This is an optimization exercise on Yosys and OpenROAD, whose aim is small area, a short achievable clock period and few clock cycles per item, not a production implementation. No functional check of the RTL was part of this run. Power figures rest on the tool's default switching activity, not on a simulated workload.

<file path="design/flow/config.mk">
export PLATFORM = sky130hd
export DESIGN_NAME = alu
export DESIGN_NICKNAME = alu
export VERILOG_FILES = /design/flow/design.v
export SDC_FILE = /design/flow/constraint.sdc
export NUM_CORES = 4
export LEC_CHECK = 0
export CAP_MARGIN = 20
export CORE_MARGIN = 2
export CORE_UTILIZATION = 40
export SLEW_MARGIN = 20
export TNS_END_PERCENT = 10
export BUFFER_PORTS_ARGS = -buffer_cell sky130_fd_sc_hd__buf_2
export CTS_ARGS = -sink_clustering_enable -repair_clock_nets -dont_use_dummy_load -sink_clustering_size 22 -sink_clustering_max_diameter 120
export SETUP_SLACK_MARGIN = 6.2
</file>
<file path="design/flow/constraint.sdc">
create_clock -name core_clock -period 10.0 [get_ports {i_clk}]
set_input_delay 2.0000 -clock core_clock [delete_from_list [all_inputs] [get_ports {i_clk}]]
set_output_delay 2.0000 -clock core_clock [all_outputs]
set_load 0.01 [all_outputs]
</file>
<file path="design/flow/design.v">
module alu #(
    parameter INST_W = 4,
    parameter INT_W  = 6,
    parameter FRAC_W = 10,
    parameter DATA_W = INT_W + FRAC_W
)(
    input                      i_clk,
    input                      i_rst_n,
    input                      i_in_valid,
    output                     o_busy,
    input         [INST_W-1:0] i_inst,
    input  signed [DATA_W-1:0] i_data_a,
    input  signed [DATA_W-1:0] i_data_b,
    output                     o_out_valid,
    output        [DATA_W-1:0] o_data
);
integer i;
reg        ready_q;    
reg        v1;
reg [3:0]  inst1;
reg [15:0] a1, b1;
reg [15:0] asel1;      
reg [15:0] aen1;       
reg [15:0] accw;       
reg [7:0]  enc_one, enc_two, enc_neg;
reg [1:0]  icode;      
wire sp_c1 = (i_data_a[15:11] == 5'b00000);             
wire sp_c5 = !i_data_a[15] && !sp_c1;                   
wire sp_c2 = (i_data_a[15:10] == 6'b111111);            
wire sp_c3 = (i_data_a[15:10] == 6'b111110);            
wire sp_c4 = (i_data_a[15:10] == 6'b111101);            
wire [15:0] sp_k = sp_c1 ? 16'd10922 :
                   sp_c2 ? 16'd5461  :
                   sp_c3 ? 16'd3641  :
                   sp_c4 ? 16'd1820  :
                   sp_c5 ? 16'd16384 : 16'd0;
wire        in_sp = (i_inst == 4'd4);
wire [16:0] bx_in = {i_data_b, 1'b0};
wire [16:0] bx_sp = {sp_k, 1'b0};
wire        take = i_in_valid && ready_q;
assign o_busy = !ready_q;
always @(posedge i_clk or negedge i_rst_n) begin
    if (!i_rst_n) begin
        ready_q <= 1'b0;
        v1     <= 1'b0;
    end else begin
        ready_q <= 1'b1;
        v1     <= take;
    end
end
always @(posedge i_clk) begin
    inst1 <= i_inst;
    a1    <= i_data_a;
    b1    <= i_data_b;
    for (i = 0; i < 16; i = i + 1) begin
        asel1[i] <= take && (i_inst == 4'd3) && (i_data_a[3:0] == i);
        aen1[i]  <= take && (i_inst == 4'd3) && (i_data_a[3:0] == i) && (accw[i] || asel1[i]);
    end
    icode <= !in_sp ? 2'd0 : (sp_c1 || sp_c2) ? 2'd1 : sp_c3 ? 2'd2 : sp_c4 ? 2'd3 : 2'd0;
    for (i = 0; i < 8; i = i + 1) begin
        enc_one[i] <= in_sp ? (bx_sp[2*i+1] ^ bx_sp[2*i]) : (bx_in[2*i+1] ^ bx_in[2*i]);
        enc_two[i] <= in_sp ? ((bx_sp[2*i+2] & ~bx_sp[2*i+1] & ~bx_sp[2*i]) | (~bx_sp[2*i+2] & bx_sp[2*i+1] & bx_sp[2*i]))
                            : ((bx_in[2*i+2] & ~bx_in[2*i+1] & ~bx_in[2*i]) | (~bx_in[2*i+2] & bx_in[2*i+1] & bx_in[2*i]));
        enc_neg[i] <= in_sp ? bx_sp[2*i+2] : bx_in[2*i+2];
    end
end
reg        v2;
reg [1:0]  kind2;      
reg [15:0] x2;         
reg [23:0] m0, m1;     
reg        mc;         
reg [15:0] asel2;
reg [9:0]  hi_rd2;     
reg        ac2;        
reg [5:0]  bh2;        
reg [9:0]  acc_lo [0:15];
reg [9:0]  acc_hi [0:15];
reg [9:0]  lo_cur, hi_arr;
always @(*) begin
    lo_cur = 10'd0;
    hi_arr = 10'd0;
    for (i = 0; i < 16; i = i + 1) begin
        lo_cur = lo_cur | ({10{aen1[i]}} & acc_lo[i]);
        hi_arr = hi_arr | ({10{aen1[i]}} & acc_hi[i]);
    end
end
wire       hi_fwd = |(asel1 & asel2);
wire [9:0] hi_sum;
wire [9:0] hi_cur = hi_fwd ? hi_sum : hi_arr;
wire [10:0] lo_sum = {1'b0, lo_cur} + {1'b0, b1[9:0]};
always @(posedge i_clk) begin
    for (i = 0; i < 16; i = i + 1)
        if (asel1[i]) acc_lo[i] <= lo_sum[9:0];
end
always @(posedge i_clk or negedge i_rst_n) begin
    if (!i_rst_n) accw <= 16'd0;
    else          accw <= accw | asel1;
end
wire is_mul = (inst1 == 4'd2);
wire is_sp  = (inst1 == 4'd4);
wire is_acc = (inst1 == 4'd3);
wire bo0 = enc_one[0];
wire bt0 = enc_two[0];
wire bn0 = enc_neg[0];
wire pp0_0 = ((bo0 & a1[0]) | (bt0 & 1'b0)) ^ bn0;
wire pp0_1 = ((bo0 & a1[1]) | (bt0 & a1[0])) ^ bn0;
wire pp0_2 = ((bo0 & a1[2]) | (bt0 & a1[1])) ^ bn0;
wire pp0_3 = ((bo0 & a1[3]) | (bt0 & a1[2])) ^ bn0;
wire pp0_4 = ((bo0 & a1[4]) | (bt0 & a1[3])) ^ bn0;
wire pp0_5 = ((bo0 & a1[5]) | (bt0 & a1[4])) ^ bn0;
wire pp0_6 = ((bo0 & a1[6]) | (bt0 & a1[5])) ^ bn0;
wire pp0_7 = ((bo0 & a1[7]) | (bt0 & a1[6])) ^ bn0;
wire pp0_8 = ((bo0 & a1[8]) | (bt0 & a1[7])) ^ bn0;
wire pp0_9 = ((bo0 & a1[9]) | (bt0 & a1[8])) ^ bn0;
wire pp0_10 = ((bo0 & a1[10]) | (bt0 & a1[9])) ^ bn0;
wire pp0_11 = ((bo0 & a1[11]) | (bt0 & a1[10])) ^ bn0;
wire pp0_12 = ((bo0 & a1[12]) | (bt0 & a1[11])) ^ bn0;
wire pp0_13 = ((bo0 & a1[13]) | (bt0 & a1[12])) ^ bn0;
wire pp0_14 = ((bo0 & a1[14]) | (bt0 & a1[13])) ^ bn0;
wire pp0_15 = ((bo0 & a1[15]) | (bt0 & a1[14])) ^ bn0;
wire pp0_16 = ~(((bo0 & a1[15]) | (bt0 & a1[15])) ^ bn0);
wire bo1 = enc_one[1];
wire bt1 = enc_two[1];
wire bn1 = enc_neg[1];
wire pp1_0 = ((bo1 & a1[0]) | (bt1 & 1'b0)) ^ bn1;
wire pp1_1 = ((bo1 & a1[1]) | (bt1 & a1[0])) ^ bn1;
wire pp1_2 = ((bo1 & a1[2]) | (bt1 & a1[1])) ^ bn1;
wire pp1_3 = ((bo1 & a1[3]) | (bt1 & a1[2])) ^ bn1;
wire pp1_4 = ((bo1 & a1[4]) | (bt1 & a1[3])) ^ bn1;
wire pp1_5 = ((bo1 & a1[5]) | (bt1 & a1[4])) ^ bn1;
wire pp1_6 = ((bo1 & a1[6]) | (bt1 & a1[5])) ^ bn1;
wire pp1_7 = ((bo1 & a1[7]) | (bt1 & a1[6])) ^ bn1;
wire pp1_8 = ((bo1 & a1[8]) | (bt1 & a1[7])) ^ bn1;
wire pp1_9 = ((bo1 & a1[9]) | (bt1 & a1[8])) ^ bn1;
wire pp1_10 = ((bo1 & a1[10]) | (bt1 & a1[9])) ^ bn1;
wire pp1_11 = ((bo1 & a1[11]) | (bt1 & a1[10])) ^ bn1;
wire pp1_12 = ((bo1 & a1[12]) | (bt1 & a1[11])) ^ bn1;
wire pp1_13 = ((bo1 & a1[13]) | (bt1 & a1[12])) ^ bn1;
wire pp1_14 = ((bo1 & a1[14]) | (bt1 & a1[13])) ^ bn1;
wire pp1_15 = ((bo1 & a1[15]) | (bt1 & a1[14])) ^ bn1;
wire pp1_16 = ~(((bo1 & a1[15]) | (bt1 & a1[15])) ^ bn1);
wire bo2 = enc_one[2];
wire bt2 = enc_two[2];
wire bn2 = enc_neg[2];
wire pp2_0 = ((bo2 & a1[0]) | (bt2 & 1'b0)) ^ bn2;
wire pp2_1 = ((bo2 & a1[1]) | (bt2 & a1[0])) ^ bn2;
wire pp2_2 = ((bo2 & a1[2]) | (bt2 & a1[1])) ^ bn2;
wire pp2_3 = ((bo2 & a1[3]) | (bt2 & a1[2])) ^ bn2;
wire pp2_4 = ((bo2 & a1[4]) | (bt2 & a1[3])) ^ bn2;
wire pp2_5 = ((bo2 & a1[5]) | (bt2 & a1[4])) ^ bn2;
wire pp2_6 = ((bo2 & a1[6]) | (bt2 & a1[5])) ^ bn2;
wire pp2_7 = ((bo2 & a1[7]) | (bt2 & a1[6])) ^ bn2;
wire pp2_8 = ((bo2 & a1[8]) | (bt2 & a1[7])) ^ bn2;
wire pp2_9 = ((bo2 & a1[9]) | (bt2 & a1[8])) ^ bn2;
wire pp2_10 = ((bo2 & a1[10]) | (bt2 & a1[9])) ^ bn2;
wire pp2_11 = ((bo2 & a1[11]) | (bt2 & a1[10])) ^ bn2;
wire pp2_12 = ((bo2 & a1[12]) | (bt2 & a1[11])) ^ bn2;
wire pp2_13 = ((bo2 & a1[13]) | (bt2 & a1[12])) ^ bn2;
wire pp2_14 = ((bo2 & a1[14]) | (bt2 & a1[13])) ^ bn2;
wire pp2_15 = ((bo2 & a1[15]) | (bt2 & a1[14])) ^ bn2;
wire pp2_16 = ~(((bo2 & a1[15]) | (bt2 & a1[15])) ^ bn2);
wire bo3 = enc_one[3];
wire bt3 = enc_two[3];
wire bn3 = enc_neg[3];
wire pp3_0 = ((bo3 & a1[0]) | (bt3 & 1'b0)) ^ bn3;
wire pp3_1 = ((bo3 & a1[1]) | (bt3 & a1[0])) ^ bn3;
wire pp3_2 = ((bo3 & a1[2]) | (bt3 & a1[1])) ^ bn3;
wire pp3_3 = ((bo3 & a1[3]) | (bt3 & a1[2])) ^ bn3;
wire pp3_4 = ((bo3 & a1[4]) | (bt3 & a1[3])) ^ bn3;
wire pp3_5 = ((bo3 & a1[5]) | (bt3 & a1[4])) ^ bn3;
wire pp3_6 = ((bo3 & a1[6]) | (bt3 & a1[5])) ^ bn3;
wire pp3_7 = ((bo3 & a1[7]) | (bt3 & a1[6])) ^ bn3;
wire pp3_8 = ((bo3 & a1[8]) | (bt3 & a1[7])) ^ bn3;
wire pp3_9 = ((bo3 & a1[9]) | (bt3 & a1[8])) ^ bn3;
wire pp3_10 = ((bo3 & a1[10]) | (bt3 & a1[9])) ^ bn3;
wire pp3_11 = ((bo3 & a1[11]) | (bt3 & a1[10])) ^ bn3;
wire pp3_12 = ((bo3 & a1[12]) | (bt3 & a1[11])) ^ bn3;
wire pp3_13 = ((bo3 & a1[13]) | (bt3 & a1[12])) ^ bn3;
wire pp3_14 = ((bo3 & a1[14]) | (bt3 & a1[13])) ^ bn3;
wire pp3_15 = ((bo3 & a1[15]) | (bt3 & a1[14])) ^ bn3;
wire pp3_16 = ~(((bo3 & a1[15]) | (bt3 & a1[15])) ^ bn3);
wire bo4 = enc_one[4];
wire bt4 = enc_two[4];
wire bn4 = enc_neg[4];
wire pp4_0 = ((bo4 & a1[0]) | (bt4 & 1'b0)) ^ bn4;
wire pp4_1 = ((bo4 & a1[1]) | (bt4 & a1[0])) ^ bn4;
wire pp4_2 = ((bo4 & a1[2]) | (bt4 & a1[1])) ^ bn4;
wire pp4_3 = ((bo4 & a1[3]) | (bt4 & a1[2])) ^ bn4;
wire pp4_4 = ((bo4 & a1[4]) | (bt4 & a1[3])) ^ bn4;
wire pp4_5 = ((bo4 & a1[5]) | (bt4 & a1[4])) ^ bn4;
wire pp4_6 = ((bo4 & a1[6]) | (bt4 & a1[5])) ^ bn4;
wire pp4_7 = ((bo4 & a1[7]) | (bt4 & a1[6])) ^ bn4;
wire pp4_8 = ((bo4 & a1[8]) | (bt4 & a1[7])) ^ bn4;
wire pp4_9 = ((bo4 & a1[9]) | (bt4 & a1[8])) ^ bn4;
wire pp4_10 = ((bo4 & a1[10]) | (bt4 & a1[9])) ^ bn4;
wire pp4_11 = ((bo4 & a1[11]) | (bt4 & a1[10])) ^ bn4;
wire pp4_12 = ((bo4 & a1[12]) | (bt4 & a1[11])) ^ bn4;
wire pp4_13 = ((bo4 & a1[13]) | (bt4 & a1[12])) ^ bn4;
wire pp4_14 = ((bo4 & a1[14]) | (bt4 & a1[13])) ^ bn4;
wire pp4_15 = ((bo4 & a1[15]) | (bt4 & a1[14])) ^ bn4;
wire pp4_16 = ~(((bo4 & a1[15]) | (bt4 & a1[15])) ^ bn4);
wire bo5 = enc_one[5];
wire bt5 = enc_two[5];
wire bn5 = enc_neg[5];
wire pp5_0 = ((bo5 & a1[0]) | (bt5 & 1'b0)) ^ bn5;
wire pp5_1 = ((bo5 & a1[1]) | (bt5 & a1[0])) ^ bn5;
wire pp5_2 = ((bo5 & a1[2]) | (bt5 & a1[1])) ^ bn5;
wire pp5_3 = ((bo5 & a1[3]) | (bt5 & a1[2])) ^ bn5;
wire pp5_4 = ((bo5 & a1[4]) | (bt5 & a1[3])) ^ bn5;
wire pp5_5 = ((bo5 & a1[5]) | (bt5 & a1[4])) ^ bn5;
wire pp5_6 = ((bo5 & a1[6]) | (bt5 & a1[5])) ^ bn5;
wire pp5_7 = ((bo5 & a1[7]) | (bt5 & a1[6])) ^ bn5;
wire pp5_8 = ((bo5 & a1[8]) | (bt5 & a1[7])) ^ bn5;
wire pp5_9 = ((bo5 & a1[9]) | (bt5 & a1[8])) ^ bn5;
wire pp5_10 = ((bo5 & a1[10]) | (bt5 & a1[9])) ^ bn5;
wire pp5_11 = ((bo5 & a1[11]) | (bt5 & a1[10])) ^ bn5;
wire pp5_12 = ((bo5 & a1[12]) | (bt5 & a1[11])) ^ bn5;
wire pp5_13 = ((bo5 & a1[13]) | (bt5 & a1[12])) ^ bn5;
wire pp5_14 = ((bo5 & a1[14]) | (bt5 & a1[13])) ^ bn5;
wire pp5_15 = ((bo5 & a1[15]) | (bt5 & a1[14])) ^ bn5;
wire pp5_16 = ~(((bo5 & a1[15]) | (bt5 & a1[15])) ^ bn5);
wire bo6 = enc_one[6];
wire bt6 = enc_two[6];
wire bn6 = enc_neg[6];
wire pp6_0 = ((bo6 & a1[0]) | (bt6 & 1'b0)) ^ bn6;
wire pp6_1 = ((bo6 & a1[1]) | (bt6 & a1[0])) ^ bn6;
wire pp6_2 = ((bo6 & a1[2]) | (bt6 & a1[1])) ^ bn6;
wire pp6_3 = ((bo6 & a1[3]) | (bt6 & a1[2])) ^ bn6;
wire pp6_4 = ((bo6 & a1[4]) | (bt6 & a1[3])) ^ bn6;
wire pp6_5 = ((bo6 & a1[5]) | (bt6 & a1[4])) ^ bn6;
wire pp6_6 = ((bo6 & a1[6]) | (bt6 & a1[5])) ^ bn6;
wire pp6_7 = ((bo6 & a1[7]) | (bt6 & a1[6])) ^ bn6;
wire pp6_8 = ((bo6 & a1[8]) | (bt6 & a1[7])) ^ bn6;
wire pp6_9 = ((bo6 & a1[9]) | (bt6 & a1[8])) ^ bn6;
wire pp6_10 = ((bo6 & a1[10]) | (bt6 & a1[9])) ^ bn6;
wire pp6_11 = ((bo6 & a1[11]) | (bt6 & a1[10])) ^ bn6;
wire pp6_12 = ((bo6 & a1[12]) | (bt6 & a1[11])) ^ bn6;
wire pp6_13 = ((bo6 & a1[13]) | (bt6 & a1[12])) ^ bn6;
wire pp6_14 = ((bo6 & a1[14]) | (bt6 & a1[13])) ^ bn6;
wire pp6_15 = ((bo6 & a1[15]) | (bt6 & a1[14])) ^ bn6;
wire pp6_16 = ~(((bo6 & a1[15]) | (bt6 & a1[15])) ^ bn6);
wire bo7 = enc_one[7];
wire bt7 = enc_two[7];
wire bn7 = enc_neg[7];
wire pp7_0 = ((bo7 & a1[0]) | (bt7 & 1'b0)) ^ bn7;
wire pp7_1 = ((bo7 & a1[1]) | (bt7 & a1[0])) ^ bn7;
wire pp7_2 = ((bo7 & a1[2]) | (bt7 & a1[1])) ^ bn7;
wire pp7_3 = ((bo7 & a1[3]) | (bt7 & a1[2])) ^ bn7;
wire pp7_4 = ((bo7 & a1[4]) | (bt7 & a1[3])) ^ bn7;
wire pp7_5 = ((bo7 & a1[5]) | (bt7 & a1[4])) ^ bn7;
wire pp7_6 = ((bo7 & a1[6]) | (bt7 & a1[5])) ^ bn7;
wire pp7_7 = ((bo7 & a1[7]) | (bt7 & a1[6])) ^ bn7;
wire pp7_8 = ((bo7 & a1[8]) | (bt7 & a1[7])) ^ bn7;
wire pp7_9 = ((bo7 & a1[9]) | (bt7 & a1[8])) ^ bn7;
wire pp7_10 = ((bo7 & a1[10]) | (bt7 & a1[9])) ^ bn7;
wire pp7_11 = ((bo7 & a1[11]) | (bt7 & a1[10])) ^ bn7;
wire pp7_12 = ((bo7 & a1[12]) | (bt7 & a1[11])) ^ bn7;
wire pp7_13 = ((bo7 & a1[13]) | (bt7 & a1[12])) ^ bn7;
wire pp7_14 = ((bo7 & a1[14]) | (bt7 & a1[13])) ^ bn7;
wire pp7_15 = ((bo7 & a1[15]) | (bt7 & a1[14])) ^ bn7;
wire pp7_16 = ~(((bo7 & a1[15]) | (bt7 & a1[15])) ^ bn7);
wire kc9 = (icode == 2'd0);
wire kc11 = (icode == 2'd1) | (icode == 2'd2);
wire kc12 = (icode == 2'd2) | (icode == 2'd3);
wire kc13 = (icode == 2'd3);
wire kc14 = (icode == 2'd1) | (icode == 2'd2) | (icode == 2'd3) | bn7;
wire kc15 = (icode == 2'd1);
wire kc16 = (icode == 2'd0) | (icode == 2'd1) | (icode == 2'd2);
wire kc17 = (icode == 2'd0);
wire kc18 = (icode == 2'd1);
wire kc19 = (icode == 2'd0) | (icode == 2'd2);
wire kc20 = (icode == 2'd1) | (icode == 2'd2);
wire kc21 = (icode == 2'd0) | (icode == 2'd2);
wire kc22 = (icode == 2'd1);
wire kc23 = (icode == 2'd0);
wire kc24 = (icode == 2'd1) | (icode == 2'd2) | (icode == 2'd3);
wire hs0 = bn5 ^ pp0_10;
wire hc0 = bn5 & pp0_10;
wire fs0 = kc11 ^ pp0_11 ^ pp1_9;
wire fc0 = (kc11 & pp0_11) | (kc11 & pp1_9) | (pp0_11 & pp1_9);
wire fs1 = bn6 ^ kc12 ^ pp0_12;
wire fc1 = (bn6 & kc12) | (bn6 & pp0_12) | (kc12 & pp0_12);
wire fs2 = pp1_10 ^ pp2_8 ^ pp3_6;
wire fc2 = (pp1_10 & pp2_8) | (pp1_10 & pp3_6) | (pp2_8 & pp3_6);
wire fs3 = kc13 ^ pp0_13 ^ pp1_11;
wire fc3 = (kc13 & pp0_13) | (kc13 & pp1_11) | (pp0_13 & pp1_11);
wire fs4 = pp2_9 ^ pp3_7 ^ pp4_5;
wire fc4 = (pp2_9 & pp3_7) | (pp2_9 & pp4_5) | (pp3_7 & pp4_5);
wire fs5 = kc14 ^ pp0_14 ^ pp1_12;
wire fc5 = (kc14 & pp0_14) | (kc14 & pp1_12) | (pp0_14 & pp1_12);
wire fs6 = pp2_10 ^ pp3_8 ^ pp4_6;
wire fc6 = (pp2_10 & pp3_8) | (pp2_10 & pp4_6) | (pp3_8 & pp4_6);
wire hs1 = pp5_4 ^ pp6_2;
wire hc1 = pp5_4 & pp6_2;
wire fs7 = kc15 ^ pp0_15 ^ pp1_13;
wire fc7 = (kc15 & pp0_15) | (kc15 & pp1_13) | (pp0_15 & pp1_13);
wire fs8 = pp2_11 ^ pp3_9 ^ pp4_7;
wire fc8 = (pp2_11 & pp3_9) | (pp2_11 & pp4_7) | (pp3_9 & pp4_7);
wire fs9 = pp5_5 ^ pp6_3 ^ pp7_1;
wire fc9 = (pp5_5 & pp6_3) | (pp5_5 & pp7_1) | (pp6_3 & pp7_1);
wire fs10 = kc16 ^ pp0_16 ^ pp1_14;
wire fc10 = (kc16 & pp0_16) | (kc16 & pp1_14) | (pp0_16 & pp1_14);
wire fs11 = pp2_12 ^ pp3_10 ^ pp4_8;
wire fc11 = (pp2_12 & pp3_10) | (pp2_12 & pp4_8) | (pp3_10 & pp4_8);
wire fs12 = pp5_6 ^ pp6_4 ^ pp7_2;
wire fc12 = (pp5_6 & pp6_4) | (pp5_6 & pp7_2) | (pp6_4 & pp7_2);
wire fs13 = kc17 ^ pp1_15 ^ pp2_13;
wire fc13 = (kc17 & pp1_15) | (kc17 & pp2_13) | (pp1_15 & pp2_13);
wire fs14 = pp3_11 ^ pp4_9 ^ pp5_7;
wire fc14 = (pp3_11 & pp4_9) | (pp3_11 & pp5_7) | (pp4_9 & pp5_7);
wire hs2 = pp6_5 ^ pp7_3;
wire hc2 = pp6_5 & pp7_3;
wire fs15 = kc18 ^ pp1_16 ^ pp2_14;
wire fc15 = (kc18 & pp1_16) | (kc18 & pp2_14) | (pp1_16 & pp2_14);
wire fs16 = pp3_12 ^ pp4_10 ^ pp5_8;
wire fc16 = (pp3_12 & pp4_10) | (pp3_12 & pp5_8) | (pp4_10 & pp5_8);
wire hs3 = pp6_6 ^ pp7_4;
wire hc3 = pp6_6 & pp7_4;
wire fs17 = kc19 ^ pp2_15 ^ pp3_13;
wire fc17 = (kc19 & pp2_15) | (kc19 & pp3_13) | (pp2_15 & pp3_13);
wire fs18 = pp4_11 ^ pp5_9 ^ pp6_7;
wire fc18 = (pp4_11 & pp5_9) | (pp4_11 & pp6_7) | (pp5_9 & pp6_7);
wire fs19 = kc20 ^ pp2_16 ^ pp3_14;
wire fc19 = (kc20 & pp2_16) | (kc20 & pp3_14) | (pp2_16 & pp3_14);
wire hs4 = pp4_12 ^ pp5_10;
wire hc4 = pp4_12 & pp5_10;
wire fs20 = kc21 ^ pp3_15 ^ pp4_13;
wire fc20 = (kc21 & pp3_15) | (kc21 & pp4_13) | (pp3_15 & pp4_13);
wire hs5 = kc22 ^ pp3_16;
wire hc5 = kc22 & pp3_16;
wire hs6 = bn3 ^ pp0_6;
wire hc6 = bn3 & pp0_6;
wire hs7 = pp0_7 ^ pp1_5;
wire hc7 = pp0_7 & pp1_5;
wire fs21 = bn4 ^ pp0_8 ^ pp1_6;
wire fc21 = (bn4 & pp0_8) | (bn4 & pp1_6) | (pp0_8 & pp1_6);
wire hs8 = pp2_4 ^ pp3_2;
wire hc8 = pp2_4 & pp3_2;
wire fs22 = kc9 ^ pp0_9 ^ pp1_7;
wire fc22 = (kc9 & pp0_9) | (kc9 & pp1_7) | (pp0_9 & pp1_7);
wire fs23 = pp2_5 ^ pp3_3 ^ pp4_1;
wire fc23 = (pp2_5 & pp3_3) | (pp2_5 & pp4_1) | (pp3_3 & pp4_1);
wire fs24 = pp1_8 ^ pp2_6 ^ pp3_4;
wire fc24 = (pp1_8 & pp2_6) | (pp1_8 & pp3_4) | (pp2_6 & pp3_4);
wire fs25 = pp4_2 ^ pp5_0 ^ hs0;
wire fc25 = (pp4_2 & pp5_0) | (pp4_2 & hs0) | (pp5_0 & hs0);
wire fs26 = pp2_7 ^ pp3_5 ^ pp4_3;
wire fc26 = (pp2_7 & pp3_5) | (pp2_7 & pp4_3) | (pp3_5 & pp4_3);
wire fs27 = pp5_1 ^ hc0 ^ fs0;
wire fc27 = (pp5_1 & hc0) | (pp5_1 & fs0) | (hc0 & fs0);
wire fs28 = pp4_4 ^ pp5_2 ^ pp6_0;
wire fc28 = (pp4_4 & pp5_2) | (pp4_4 & pp6_0) | (pp5_2 & pp6_0);
wire fs29 = fc0 ^ fs1 ^ fs2;
wire fc29 = (fc0 & fs1) | (fc0 & fs2) | (fs1 & fs2);
wire fs30 = pp5_3 ^ pp6_1 ^ fc1;
wire fc30 = (pp5_3 & pp6_1) | (pp5_3 & fc1) | (pp6_1 & fc1);
wire fs31 = fc2 ^ fs3 ^ fs4;
wire fc31 = (fc2 & fs3) | (fc2 & fs4) | (fs3 & fs4);
wire fs32 = pp7_0 ^ hs1 ^ fc3;
wire fc32 = (pp7_0 & hs1) | (pp7_0 & fc3) | (hs1 & fc3);
wire fs33 = fc4 ^ fs5 ^ fs6;
wire fc33 = (fc4 & fs5) | (fc4 & fs6) | (fs5 & fs6);
wire fs34 = hc1 ^ fc5 ^ fc6;
wire fc34 = (hc1 & fc5) | (hc1 & fc6) | (fc5 & fc6);
wire fs35 = fs7 ^ fs8 ^ fs9;
wire fc35 = (fs7 & fs8) | (fs7 & fs9) | (fs8 & fs9);
wire fs36 = fc7 ^ fc8 ^ fc9;
wire fc36 = (fc7 & fc8) | (fc7 & fc9) | (fc8 & fc9);
wire fs37 = fs10 ^ fs11 ^ fs12;
wire fc37 = (fs10 & fs11) | (fs10 & fs12) | (fs11 & fs12);
wire fs38 = hs2 ^ fc10 ^ fc11;
wire fc38 = (hs2 & fc10) | (hs2 & fc11) | (fc10 & fc11);
wire fs39 = fc12 ^ fs13 ^ fs14;
wire fc39 = (fc12 & fs13) | (fc12 & fs14) | (fs13 & fs14);
wire fs40 = hc2 ^ hs3 ^ fc13;
wire fc40 = (hc2 & hs3) | (hc2 & fc13) | (hs3 & fc13);
wire fs41 = fc14 ^ fs15 ^ fs16;
wire fc41 = (fc14 & fs15) | (fc14 & fs16) | (fs15 & fs16);
wire fs42 = pp7_5 ^ hc3 ^ fc15;
wire fc42 = (pp7_5 & hc3) | (pp7_5 & fc15) | (hc3 & fc15);
wire fs43 = fc16 ^ fs17 ^ fs18;
wire fc43 = (fc16 & fs17) | (fc16 & fs18) | (fs17 & fs18);
wire fs44 = pp6_8 ^ pp7_6 ^ hs4;
wire fc44 = (pp6_8 & pp7_6) | (pp6_8 & hs4) | (pp7_6 & hs4);
wire fs45 = fc17 ^ fc18 ^ fs19;
wire fc45 = (fc17 & fc18) | (fc17 & fs19) | (fc18 & fs19);
wire fs46 = pp5_11 ^ pp6_9 ^ pp7_7;
wire fc46 = (pp5_11 & pp6_9) | (pp5_11 & pp7_7) | (pp6_9 & pp7_7);
wire fs47 = hc4 ^ fc19 ^ fs20;
wire fc47 = (hc4 & fc19) | (hc4 & fs20) | (fc19 & fs20);
wire fs48 = pp4_14 ^ pp5_12 ^ pp6_10;
wire fc48 = (pp4_14 & pp5_12) | (pp4_14 & pp6_10) | (pp5_12 & pp6_10);
wire fs49 = pp7_8 ^ hs5 ^ fc20;
wire fc49 = (pp7_8 & hs5) | (pp7_8 & fc20) | (hs5 & fc20);
wire fs50 = kc23 ^ pp4_15 ^ pp5_13;
wire fc50 = (kc23 & pp4_15) | (kc23 & pp5_13) | (pp4_15 & pp5_13);
wire fs51 = pp6_11 ^ pp7_9 ^ hc5;
wire fc51 = (pp6_11 & pp7_9) | (pp6_11 & hc5) | (pp7_9 & hc5);
wire fs52 = kc24 ^ pp4_16 ^ pp5_14;
wire fc52 = (kc24 & pp4_16) | (kc24 & pp5_14) | (pp4_16 & pp5_14);
wire hs9 = pp6_12 ^ pp7_10;
wire hc9 = pp6_12 & pp7_10;
wire fs53 = 1'b1 ^ pp5_15 ^ pp6_13;
wire fc53 = (1'b1 & pp5_15) | (1'b1 & pp6_13) | (pp5_15 & pp6_13);
wire hs10 = bn2 ^ pp0_4;
wire hc10 = bn2 & pp0_4;
wire hs11 = pp0_5 ^ pp1_3;
wire hc11 = pp0_5 & pp1_3;
wire fs54 = pp1_4 ^ pp2_2 ^ pp3_0;
wire fc54 = (pp1_4 & pp2_2) | (pp1_4 & pp3_0) | (pp2_2 & pp3_0);
wire fs55 = pp2_3 ^ pp3_1 ^ hc6;
wire fc55 = (pp2_3 & pp3_1) | (pp2_3 & hc6) | (pp3_1 & hc6);
wire fs56 = pp4_0 ^ hc7 ^ hs8;
wire fc56 = (pp4_0 & hc7) | (pp4_0 & hs8) | (hc7 & hs8);
wire fs57 = hc8 ^ fc21 ^ fs22;
wire fc57 = (hc8 & fc21) | (hc8 & fs22) | (fc21 & fs22);
wire fs58 = fc22 ^ fc23 ^ fs24;
wire fc58 = (fc22 & fc23) | (fc22 & fs24) | (fc23 & fs24);
wire fs59 = fc24 ^ fs26 ^ fc25;
wire fc59 = (fc24 & fs26) | (fc24 & fc25) | (fs26 & fc25);
wire fs60 = fc26 ^ fs28 ^ fc27;
wire fc60 = (fc26 & fs28) | (fc26 & fc27) | (fs28 & fc27);
wire fs61 = fc28 ^ fc29 ^ fs30;
wire fc61 = (fc28 & fc29) | (fc28 & fs30) | (fc29 & fs30);
wire fs62 = fc30 ^ fc31 ^ fs32;
wire fc62 = (fc30 & fc31) | (fc30 & fs32) | (fc31 & fs32);
wire fs63 = fc32 ^ fc33 ^ fs34;
wire fc63 = (fc32 & fc33) | (fc32 & fs34) | (fc33 & fs34);
wire fs64 = fc34 ^ fc35 ^ fs36;
wire fc64 = (fc34 & fc35) | (fc34 & fs36) | (fc35 & fs36);
wire fs65 = fc36 ^ fc37 ^ fs38;
wire fc65 = (fc36 & fc37) | (fc36 & fs38) | (fc37 & fs38);
wire fs66 = fc38 ^ fc39 ^ fs40;
wire fc66 = (fc38 & fc39) | (fc38 & fs40) | (fc39 & fs40);
wire fs67 = fc40 ^ fc41 ^ fs42;
wire fc67 = (fc40 & fc41) | (fc40 & fs42) | (fc41 & fs42);
wire fs68 = fc42 ^ fs44 ^ fc43;
wire fc68 = (fc42 & fs44) | (fc42 & fc43) | (fs44 & fc43);
wire fs69 = fs46 ^ fc44 ^ fc45;
wire fc69 = (fs46 & fc44) | (fs46 & fc45) | (fc44 & fc45);
wire fs70 = fc46 ^ fs48 ^ fc47;
wire fc70 = (fc46 & fs48) | (fc46 & fc47) | (fs48 & fc47);
wire fs71 = fc48 ^ fs50 ^ fs51;
wire fc71 = (fc48 & fs50) | (fc48 & fs51) | (fs50 & fs51);
wire fs72 = hs9 ^ fc50 ^ fs52;
wire fc72 = (hs9 & fc50) | (hs9 & fs52) | (fc50 & fs52);
wire fs73 = pp7_11 ^ hc9 ^ fc52;
wire fc73 = (pp7_11 & hc9) | (pp7_11 & fc52) | (hc9 & fc52);
wire fs74 = pp5_16 ^ pp6_14 ^ pp7_12;
wire fc74 = (pp5_16 & pp6_14) | (pp5_16 & pp7_12) | (pp6_14 & pp7_12);
wire hs12 = 1'b1 ^ pp6_15;
wire hc12 = 1'b1 & pp6_15;
wire hs13 = bn1 ^ pp0_2;
wire hc13 = bn1 & pp0_2;
wire hs14 = pp0_3 ^ pp1_1;
wire hc14 = pp0_3 & pp1_1;
wire fs75 = pp1_2 ^ pp2_0 ^ hs10;
wire fc75 = (pp1_2 & pp2_0) | (pp1_2 & hs10) | (pp2_0 & hs10);
wire fs76 = pp2_1 ^ hc10 ^ hs11;
wire fc76 = (pp2_1 & hc10) | (pp2_1 & hs11) | (hc10 & hs11);
wire fs77 = hc11 ^ hs6 ^ fs54;
wire fc77 = (hc11 & hs6) | (hc11 & fs54) | (hs6 & fs54);
wire fs78 = hs7 ^ fc54 ^ fs55;
wire fc78 = (hs7 & fc54) | (hs7 & fs55) | (fc54 & fs55);
wire fs79 = fs21 ^ fc55 ^ fs56;
wire fc79 = (fs21 & fc55) | (fs21 & fs56) | (fc55 & fs56);
wire fs80 = fs23 ^ fc56 ^ fs57;
wire fc80 = (fs23 & fc56) | (fs23 & fs57) | (fc56 & fs57);
wire fs81 = fs25 ^ fc57 ^ fs58;
wire fc81 = (fs25 & fc57) | (fs25 & fs58) | (fc57 & fs58);
wire fs82 = fc58 ^ fs27 ^ fs59;
wire fc82 = (fc58 & fs27) | (fc58 & fs59) | (fs27 & fs59);
wire fs83 = fs29 ^ fc59 ^ fs60;
wire fc83 = (fs29 & fc59) | (fs29 & fs60) | (fc59 & fs60);
wire fs84 = fs31 ^ fc60 ^ fs61;
wire fc84 = (fs31 & fc60) | (fs31 & fs61) | (fc60 & fs61);
wire fs85 = fs33 ^ fc61 ^ fs62;
wire fc85 = (fs33 & fc61) | (fs33 & fs62) | (fc61 & fs62);
wire fs86 = fs35 ^ fc62 ^ fs63;
wire fc86 = (fs35 & fc62) | (fs35 & fs63) | (fc62 & fs63);
wire fs87 = fs37 ^ fc63 ^ fs64;
wire fc87 = (fs37 & fc63) | (fs37 & fs64) | (fc63 & fs64);
wire fs88 = fs39 ^ fc64 ^ fs65;
wire fc88 = (fs39 & fc64) | (fs39 & fs65) | (fc64 & fs65);
wire fs89 = fs41 ^ fc65 ^ fs66;
wire fc89 = (fs41 & fc65) | (fs41 & fs66) | (fc65 & fs66);
wire fs90 = fs43 ^ fc66 ^ fs67;
wire fc90 = (fs43 & fc66) | (fs43 & fs67) | (fc66 & fs67);
wire fs91 = fs45 ^ fc67 ^ fs68;
wire fc91 = (fs45 & fc67) | (fs45 & fs68) | (fc67 & fs68);
wire fs92 = fs47 ^ fc68 ^ fs69;
wire fc92 = (fs47 & fc68) | (fs47 & fs69) | (fc68 & fs69);
wire fs93 = fs49 ^ fc69 ^ fs70;
wire fc93 = (fs49 & fc69) | (fs49 & fs70) | (fc69 & fs70);
wire fs94 = fc49 ^ fs71 ^ fc70;
wire fc94 = (fc49 & fs71) | (fc49 & fc70) | (fs71 & fc70);
wire fs95 = fc51 ^ fs72 ^ fc71;
wire fc95 = (fc51 & fs72) | (fc51 & fc71) | (fs72 & fc71);
wire fs96 = fs53 ^ fc72 ^ fs73;
wire fc96 = (fs53 & fc72) | (fs53 & fs73) | (fc72 & fs73);
wire fs97 = fc53 ^ fs74 ^ fc73;
wire fc97 = (fc53 & fs74) | (fc53 & fc73) | (fs74 & fc73);
wire fs98 = pp7_13 ^ hs12 ^ fc74;
wire fc98 = (pp7_13 & hs12) | (pp7_13 & fc74) | (hs12 & fc74);
wire fs99 = pp6_16 ^ pp7_14 ^ hc12;
wire fc99 = (pp6_16 & pp7_14) | (pp6_16 & hc12) | (pp7_14 & hc12);
wire hs15 = 1'b1 ^ pp7_15;
wire hc15 = 1'b1 & pp7_15;
wire [31:0] mr0 = {1'b1, pp7_16, fc99, fc98, fc97, fc96, fc95, fc94, fc93, fc92, fc91, fc90, fc89, fc88, fc87, fc86, fc85, fc84, fc83, fc82, fc81, fc80, fc79, fc78, fc77, fc76, fc75, hc14, hc13, pp1_0, pp0_1, bn0};
wire [31:0] mr1 = {1'b0, hc15, hs15, fs99, fs98, fs97, fs96, fs95, fs94, fs93, fs92, fs91, fs90, fs89, fs88, fs87, fs86, fs85, fs84, fs83, fs82, fs81, fs80, fs79, fs78, fs77, fs76, fs75, hs14, hs13, 1'b0, pp0_0};
wire [8:0] mlow = {1'b0, mr0[7:0]} + {1'b0, mr1[7:0]};
wire        sub  = inst1[0];
wire [15:0] bx   = b1 ^ {16{sub}};
wire [16:0] as   = {a1[15], a1} + {bx[15], bx} + {16'd0, sub};
wire [15:0] as_s = (as[16] == as[15]) ? as[15:0] : as[16] ? 16'h8000 : 16'h7fff;
wire        is_rot = inst1[0];
wire [3:0]  sh   = is_rot ? (4'd0 - b1[3:0]) : b1[3:0];
wire [15:0] rr   = ({a1, a1} >> sh);
reg  [15:0] therm;                        
always @(*) begin
    for (i = 0; i < 16; i = i + 1)
        therm[i] = (b1[3:0] > i);
end
reg  [15:0] shf;
always @(*) begin
    for (i = 0; i < 16; i = i + 1) begin
        if (is_rot)
            shf[i] = (b1[15:5] != 11'd0 || (b1[4] && therm[i])) ? 1'b0 : rr[i];
        else
            shf[i] = (b1[15:4] != 12'd0 || therm[15-i]) ? a1[15] : rr[i];
    end
end
reg  [4:0]  clz;
always @(*) begin
    clz = 5'd16;
    for (i = 0; i < 16; i = i + 1)
        if (a1[i]) clz = 5'd15 - i;
end
reg [15:0] rmatch;
always @(*) begin
    rmatch = 16'd0;
    for (i = 0; i < 13; i = i + 1)
        rmatch[i] = (a1[i +: 4] == {b1[15-i], b1[14-i], b1[13-i], b1[12-i]});
end
reg [15:0] simple;
always @(*) begin
    case (inst1)
        4'd0, 4'd1: simple = as_s;
        4'd5:       simple = a1 ^ b1;
        4'd6, 4'd7: simple = shf;
        4'd8:       simple = {11'd0, clz};
        default:    simple = rmatch;
    endcase
end
always @(posedge i_clk or negedge i_rst_n) begin
    if (!i_rst_n) v2 <= 1'b0;
    else          v2 <= v1;
end
always @(posedge i_clk) begin
    kind2 <= is_acc ? 2'd1 : is_mul ? 2'd2 : is_sp ? 2'd3 : 2'd0;
    x2    <= is_acc ? {6'd0, lo_sum[9:0]} : simple;
    m0    <= mr0[31:8];
    m1    <= mr1[31:8];
    mc    <= mlow[8];
    asel2 <= asel1;
    hi_rd2 <= hi_cur;
    ac2   <= lo_sum[10];
    bh2   <= b1[15:10];
end
reg        vo;
reg [15:0] out_q;
assign hi_sum = hi_rd2 + {{4{bh2[5]}}, bh2} + {9'd0, ac2};
always @(posedge i_clk) begin
    for (i = 0; i < 16; i = i + 1)
        if (asel2[i]) acc_hi[i] <= hi_sum;
end
wire [23:0] t = m0 + m1 + {23'd0, mc};
wire [15:0] mul_r = (t[23:17] == 7'h00 || t[23:17] == 7'h7f) ? t[17:2] :
                    t[23] ? 16'h8000 : 16'h7fff;
wire [15:0] acc_r = (hi_sum[9:5] == 5'h00 || hi_sum[9:5] == 5'h1f) ? {hi_sum[5:0], x2[9:0]} :
                    hi_sum[9] ? 16'h8000 : 16'h7fff;
always @(posedge i_clk or negedge i_rst_n) begin
    if (!i_rst_n) vo <= 1'b0;
    else          vo <= v2;
end
always @(posedge i_clk) begin
    case (kind2)
        2'd1:    out_q <= acc_r;
        2'd2:    out_q <= mul_r;
        2'd3:    out_q <= t[21:6];
        default: out_q <= x2;
    endcase
end
assign o_out_valid = vo;
assign o_data      = out_q;
endmodule
</file>
<file path="design/flow/flow/run.sh">
#!/bin/bash
cd "$(dirname "$0")/.."
cat >> config.mk <<'EOC'
export TNS_END_PERCENT = 10
export BUFFER_PORTS_ARGS = -buffer_cell sky130_fd_sc_hd__buf_2
export CTS_ARGS = -sink_clustering_enable -repair_clock_nets -dont_use_dummy_load -sink_clustering_size 22 -sink_clustering_max_diameter 120
EOC
cp config.mk config_cts.mk
echo "export SETUP_SLACK_MARGIN = 6.55" >> config.mk
bash standard.sh cts > standard_cts.log 2>&1
cp config_cts.mk config.mk
echo "export SETUP_SLACK_MARGIN = 6.2" >> config.mk
bash standard.sh finish > standard.log 2>&1
</file>
<file path="design/flow/standard.sh">
#!/bin/bash
# synth_recipe.tcl (not shown) runs the flow's synth.tcl, then flattens the netlist and writes it again
# the make line also repeats each setting of config.mk as NAME=value (left out here)
make -C /OpenROAD-flow-scripts/flow DESIGN_CONFIG=/design/flow/config.mk WORK_HOME=/design/flow/orfs CLKGATE_MAP_FILE= SYNTH_SCRIPT=/design/flow/synth_recipe.tcl "${@:-finish}"
</file>
==> impl_metrics.py <==
metrics = {
    "outcome": {
        "status": "complete, no violations",
    },
    "die": {
        "ios": 57,
        "die_area_um2": 73720,
        "start_util_pct": 40.25,
        "die_w_um": 271.5,
        "design.core.area_um2": 71120,
        "rows": 98,
        "die_y_um": 271.5,
    },
    "global_route": {
        "grt_pass1_vias": 19760,
        "antenna_found_initial": 0,
        "grt_pass1_wl_um": 126300,
        "overflow": 0,
        "grtUsageTotal_pct": 22.48,
        "grt_max_degree": 51,
    },
    "power_and_ir_drop": {
        "p_sw_w": 0.002313,
        "p_per_area_nw_per_um2": 204.8,
        "seqPwrFrac_pct": 42.0,
        "internal-power_w": 0.004008,
        "clkPwrFrac_pct": 19.3,
        "p_comb_share_pct": 38.7,
        "ir_drop_mv": 0.1439,
        "swShare_pct": 36.59,
        "leakagePower_nw": 11.44,
    },
    "critical_path": {
        "critPathLaunchType": "flop",
        "end_kind": "flop",
        "slowest_delay_ps": 480,
        "required_ps": 10470,
        "cp_top_family": "compound AO/OA/AOI/OAI gates",
        "crit_slowest_cell": "a31oi_2",
        "worst-setup-path-type": "reg -> reg",
        "cp.arrival_ps": 4200,
        "path_cells": "ha_1, a21oi_2, nand2_1, a221oi_1, mux2_2, a311oi_2, nor2_1, a31oi_2, nand2_2, a32oi_1",
        "rr_endpoint": "out_q[9]",
        "reg2reg_from": "m0[14]",
        "crit_end": "out_q[9]",
        "cp-startpoint": "m0[14]",
        "r2r_cells": 10,
        "worst-path-max-fanout": 8,
        "crit_buf_inv": 0,
        "r2r_slack_ps": 6270,
        "critical_path_depth": 10,
    },
    "finish": {
        "fill_cells": 6665,
        "fin_nets": 2675,
        "fin_util_pct": 43.40,
        "drive_gt1_share_pct": 10.22,
        "n_antenna_cell": 0,
        "postLayoutCellArea_um2": 30860,
        "syn_to_final_growth_pct": 7.819,
        "final_cells": 3397,
    },
    "logic_synthesis": {
        "synth-edff-count": 320,
        "syn_area_um2": 28630,
        "synth_top_area_cell": "edfxtp_1",
        "async_flop_share_pct": 3.650,
        "ys.flop_type": "edfxtp_1",
        "synth.avg_cell_area_um2": 11.59,
        "yosysSeqAreaShare_pct": 49.86,
        "synth.most_common_cell": "edfxtp_1",
        "ys_ff_latch": 548,
        "synth_cells": 2469,
        "yosysUniqueCellTypes": 84,
        "ys_top_cells_by_area": "edfxtp_1 34%, dfxtp_1 15%, fa_1 7.2%, a22oi_1 4.6%, xnor2_1 4.2%",
        "synth_top_area_share_pct": 33.57,
        "synth_fp_nets": 2695,
        "synthTopCellsByCount": "320 x edfxtp_1, 208 x dfxtp_1, 175 x a22oi_1",
        "synth_warnings": 3,
    },
    "clock_network": {
        "htree_num_levels": 1,
        "cts.path.max_buffers": 3,
        "clock_sinks": 548,
        "clock_latency_ps": 640,
        "numCtsBuffers": 30,
        "cts_tree": "built",
        "cts-root-buf": "clkbuf_16",
        "holdBufCountCts": 0,
        "clk_pin_slew_ps": 90,
    },
    "sta": {
        "timing.fmax_mhz": 268.0,
        "setup_violations": 0,
        "clock_skew_ps": 84.49,
        "timing.setup.tns_ps": 0,
        "slew_headroom_pct": 22.38,
        "hold_viol_final": 0,
        "rsz0062_at_grt": "yes",
        "finalCriticalPeriod_ps": 3731,
        "tightest_slew_ps": 1163,
        "finalMaxSlewViolations": 0,
        "final.period_utilization_pct": 37.31,
    },
    "placed_design": {
        "dpl.cell_count": 3361,
        "gp_congestion": 0.9450,
        "postPlaceCellArea_um2": 29880,
        "dp.final_hpwl_um": 57160,
        "io_buffers": 56,
    },
    "routing": {
        "wl_um": 84200,
        "drc": 0,
        "drt_iter0_drc": 2348,
        "route.vias.total": 20180,
        "ant_nets": 0,
        "drt_pre_antenna_iters": 8,
        "routedWlPerCell_um": 24.79,
        "via_per_inst": 5.940,
    },
    "run": {
        "max_cap_violations": 0,
    },
    "worst_hold_path": {
        "min_path_type": "reg -> reg",
    },
}
metal layers:
metal | GRT usage, % | share of wire (%)
met2 | 34.66 | 44
met5 | 0 | 0
met1 | 32.85 | 44
met4 | 5.379 | 2.3
met3 | 4.007 | 9.3
worst min path at each step:
stage | slack, ps | cells past startpoint | to | start
4_1_cts | 360 | 0 | v2 | v1
6_report | 370 | 0 | v2 | v1
5_1_grt | 380 | 0 | vo | v2
2_1_floorplan | 330 | 0 | bh2[0] | b1[10]
3_5_place_dp | 340 | 0 | v2 | v1
3_3_place_gp | 330 | 0 | v2 | v1
timing repair:
action	in CTS	in global routing
resized for setup	22	11
pin swaps	3	1
buffers inserted	5	1
endpoints found under the setup margin	130	42
cells in the final DEF (no fill, tap or decap), types with 64 or more instances in the layout:
cell,Yosys,final
nand2_1,99,98
a21oi_1,103,102
a22oi_1,175,175
dfxtp_1,208,203
edfxtp_1,320,320
xnor2_1,137,135
o21ai_0,99,97
a221oi_1,64,64
inv_1,143,143
xor2_1,120,115
fa_1,103,103
ha_1,84,84
nor2_1,114,112
cell families after synthesis:
| family | count (synthesis) | share of synthesized area, % |
|---|---|---|
| other cells | 1 | 0.01310 |
| compound gates | 669 | 16.71 |
| mux | 58 | 2.810 |
| flops | 548 | 49.86 |
| xor+xnor | 258 | 7.920 |
| buf+inv | 318 | 4.318 |
| fa+ha+maj | 187 | 10.87 |
| simple gates | 430 | 7.487 |
metrics by stage:
step / setup WS (ps) / hold slack [ps] / total power (W)
floorplan: 6499 / 329.0 / 0.004368
global placement: 5704 / 333.5 / 0.005074
detailed placement: 5754 / 339.6 / 0.005116
CTS: 6312 / 362.3 / 0.006326
global route: 6126 / 378.0 / 0.006682
finish: 6269 / 366.6 / 0.006321
area by class of cell:
type	instances	area, um^2	share of cell area, %
sequential	548	14290	46.28
multi-input combinational	1603	13260	42.97
tap	950	1189	3.851
timing repair buffer	123	842.1	2.728
clock buffer	30	750.7	2.432
inverter	143	536.8	1.739
power by group through the flow:
| stage | Combinational, W | Sequential, W | Clock (W) |
|---|---|---|---|
| floorplan | 0.00173 | 0.00264 | 0 |
| global placement | 0.00237 | 0.00270 | 0 |
| detailed placement | 0.00241 | 0.00271 | 0 |
| CTS | 0.00243 | 0.00266 | 0.00124 |
| global route | 0.00270 | 0.00267 | 0.00131 |
| finish | 0.00244 | 0.00266 | 0.00122 |
state kept, by name (all words and copies together) (netlist names), 6 cells and up:
signal,count
acc_hi,160
acc_lo,160
m0,23
m1,23
a1,16
accw,16
aen1,16
asel1,16
asel2,16
b1,16
out_q,16
x2,16
hi_rd2,10
enc_neg,8
enc_one,8
enc_two,8
bh2,6

[static timing again, ports no longer ideal]
In the flow no input, the clock included, has a driving cell. The finished layout below was timed again as built, in two steps. Step 1, drivers: a clkbuf_16 drives i_clk and a buf_2 each remaining input, both assumed. Step 2 times the ports against the registers' clock, not the clock port: input delays grow and output delays shrink by t, the midpoint of the rising clock arrivals with the driver on. a / b / c = ideal ports / drivers / drivers and shift; a / b = the first two.
t (ns): 0.662
setup slack, ns: 6.269 / 6.269 / 6.269
hold WS [ns]: 0.367 / 0.367 / 0.367
worst setup path at the end: register to register
After both steps this run still meets setup and hold. The setup slack of this run moves by 0.000 ns with the drivers and by 0.000 ns with both steps.
